What follows belongs to an exercise in optimizing a design on an open flow for small area; a production flow would make more cautious choices. The RTL was checked by simulation tests, not by an equivalence proof against the original design. Power figures rest on the tool's default switching activity, not on a simulated workload.

==> flow/design.v (excerpt) <==
module apb_spi_master (
    input  wire        pclk_i,
    input  wire        rst_n_i,
    input  wire        psel_i,
    input  wire        penable_i,
    input  wire [ 3:0] paddr_i,
    input  wire        pwrite_i,
    input  wire [31:0] pwdata_i,
    output reg  [31:0] prdata_o,
    output wire        pready_o,
    output reg         spi_clk_o,
    output reg         spi_sdo_o,
    output wire        spi_cs_n_o,
    input  wire        spi_sdi_i
);
    localparam [2:0] S_IDLE = 3'b000, S_CMD = 3'b001, S_ADDR = 3'b011, S_DUMMY = 3'b010,
                     S_TX = 3'b101, S_RX = 3'b110, S_EOT = 3'b100;
    reg  [ 2:0] state;
    reg  [31:0] reg_cmd;      
    reg  [31:0] reg_addr;     
    reg  [31:0] reg_len;      
    reg  [31:0] reg_wdata;    
    reg  [31:0] reg_rdata;    
    reg  [15:0] ctrl_div;     
    reg  [13:0] ctrl_mid;     
    reg         ctrl_rx;      
    reg         ctrl_tx;      
    reg         cmd_v, addr_v, len_v, wdata_v, rdata_v, div_v, mid_v;
    reg         req_rd;       
    reg         req_wr;       
    reg         cmd_b;        
    reg  [ 3:0] req_addr;
    reg  [ 7:0] req_len;
    reg  [15:0] req_wdata;    
    reg         req_wdata_v;
    reg         tx_busy;
    reg  [15:0] tx_cnt;
    reg         rx_busy;
    reg  [ 7:0] rx_len;
    reg  [15:0] rx_cnt;
    reg  [31:0] rx_data;
    reg         rx_wait;
    reg  [15:0] clk_cnt;
    reg         clk_q;
    wire        st_idle  = state == S_IDLE;
    wire        st_cmd   = state == S_CMD;
    wire        st_addr  = state == S_ADDR;
    wire        st_dummy = state == S_DUMMY;
    wire        st_tx    = state[2] && state[0];
    wire        st_rx    = state[2] && state[1];
    wire        st_eot   = state == S_EOT;
    wire        active   = state[1] || state[0];
    wire        tx_phase = state[0];
    assign pready_o   = 1'b1;
  ...
export LEC_CHECK = 0
export CAP_MARGIN = 20
export CORE_MARGIN = 2
export CORE_UTILIZATION = 40
export GPL_TIMING_DRIVEN = 0
export SLEW_MARGIN = 20
export SYNTH_HIERARCHICAL = 1
export SYNTH_MINIMUM_KEEP_SIZE = 0
create_clock -name core_clock -period 5.0 [get_ports {pclk_i}]
standard.sh (not shown) runs the stock make flow with config.mk's settings and CLKGATE_MAP_FILE= SYNTH_SCRIPT=/design/flow/synth_recipe.tcl, a recipe that flattens the netlist after the stock synthesis.
==> flow/flow/run.sh <==
#!/bin/bash
# Standard layout, with the port buffers made of the smallest buffer cell
# (the default picks a much larger delay cell) and a clock tree without
# dummy balancing loads.
set -euo pipefail
export BUFFER_PORTS_ARGS="-buffer_cell sky130_fd_sc_hd__buf_1"
export CTS_ARGS="-sink_clustering_enable -repair_clock_nets -sink_clustering_size 16 -sink_clustering_max_diameter 70 -buf_list {sky130_fd_sc_hd__clkbuf_2 sky130_fd_sc_hd__clkbuf_4 sky130_fd_sc_hd__clkbuf_8} -dont_use_dummy_load"
bash standard.sh > standard_flow.log 2>&1
Rerun with:
--- a/flow/flow/run.sh
+++ b/flow/flow/run.sh
@@ -7 +7 @@
-export CTS_ARGS="-sink_clustering_enable -repair_clock_nets -sink_clustering_size 16 -sink_clustering_max_diameter 70 -buf_list {sky130_fd_sc_hd__clkbuf_2 sky130_fd_sc_hd__clkbuf_4 sky130_fd_sc_hd__clkbuf_8} -dont_use_dummy_load"
+export CTS_ARGS="-sink_clustering_enable -repair_clock_nets -sink_clustering_size 16 -sink_clustering_max_diameter 60 -buf_list {sky130_fd_sc_hd__clkbuf_2 sky130_fd_sc_hd__clkbuf_4 sky130_fd_sc_hd__clkbuf_8} -dont_use_dummy_load"
- CORE_UTILIZATION: 40 -> 70
- GPL_TIMING_DRIVEN: 0 -> not set
- PLACE_DENSITY: not set -> 0.75
- worst hold slack improves by 140 ps
- sequential share of layout area came out higher by 3.1 points
- clock-buffer cell count falls by 1
- cell count drops by about a fifth
- final area drops by a few percent
- synthesized cell count is unchanged
- setup slack improved by 240 ps
- global-route usage came out higher by 10 points
Rerun with:
--- a/flow/flow/run.sh
+++ b/flow/flow/run.sh
@@ -7 +7 @@
-export CTS_ARGS="-sink_clustering_enable -repair_clock_nets -sink_clustering_size 16 -sink_clustering_max_diameter 60 -buf_list {sky130_fd_sc_hd__clkbuf_2 sky130_fd_sc_hd__clkbuf_4 sky130_fd_sc_hd__clkbuf_8} -dont_use_dummy_load"
+export CTS_ARGS="-sink_clustering_enable -repair_clock_nets -sink_clustering_size 20 -sink_clustering_max_diameter 60 -buf_list {sky130_fd_sc_hd__clkbuf_2 sky130_fd_sc_hd__clkbuf_4 sky130_fd_sc_hd__clkbuf_8} -dont_use_dummy_load"
- CORE_UTILIZATION: 70 -> 40
- PLACE_DENSITY: 0.75 -> not set
Effect:
- first-iteration DRC count came out lower by about 7%
- routed wire length went up by about 6%
- cell area climbs by about 1.3%
- non-clock buffer count decreases by 6
Rerun with:
--- a/flow/flow/run.sh
+++ b/flow/flow/run.sh
@@ -7 +7 @@
-export CTS_ARGS="-sink_clustering_enable -repair_clock_nets -sink_clustering_size 20 -sink_clustering_max_diameter 60 -buf_list {sky130_fd_sc_hd__clkbuf_2 sky130_fd_sc_hd__clkbuf_4 sky130_fd_sc_hd__clkbuf_8} -dont_use_dummy_load"
+export CTS_ARGS="-sink_clustering_enable -repair_clock_nets -sink_clustering_size 16 -sink_clustering_max_diameter 70 -buf_list {sky130_fd_sc_hd__clkbuf_2 sky130_fd_sc_hd__clkbuf_4 sky130_fd_sc_hd__clkbuf_8} -dont_use_dummy_load"
- CAP_MARGIN: 20 -> 0
- GPL_TIMING_DRIVEN: not set -> 0
- SLEW_MARGIN: 20 -> 0
The new run finished clean.
Wire length rises by 1.2%.
Power grows by 0.54%.
Flip-flop and latch count does not change.
Critical path depth goes up by 2.

static timing again, ports no longer ideal:
The flow's constraints put no driver on any port. The routed layouts listed below were extracted and timed again, unchanged, in two steps.
Step 1 sets driving cells, clkbuf_16 on the clock port and buf_2 on the other inputs (assumed; they add their load-dependent delay and slew).
Step 2 adds t to the input delays and takes it off the output delays; t is the mean of the earliest and latest rising clock arrival at the registers after step 1. Input paths then give back, and output paths get back, about the clock's delay inside the block.
Three values: no drivers, after step 1, after step 2; two values: the first two.
run | t (ns) | setup WS [ns] | slew at the worst register clock pin (ns)
the first run | 0.631 | 0.314 / 0.314 / 0.314 | 0.11 / 0.11
the second run | 0.598 | 0.556 / 0.556 / 0.556 | 0.10 / 0.10
the third run | 0.618 | 0.444 / 0.444 / 0.444 | 0.12 / 0.12
the fourth run | 0.609 | 0.442 / 0.442 / 0.442 | 0.10 / 0.10
After both steps setup and hold are still met in every run listed.
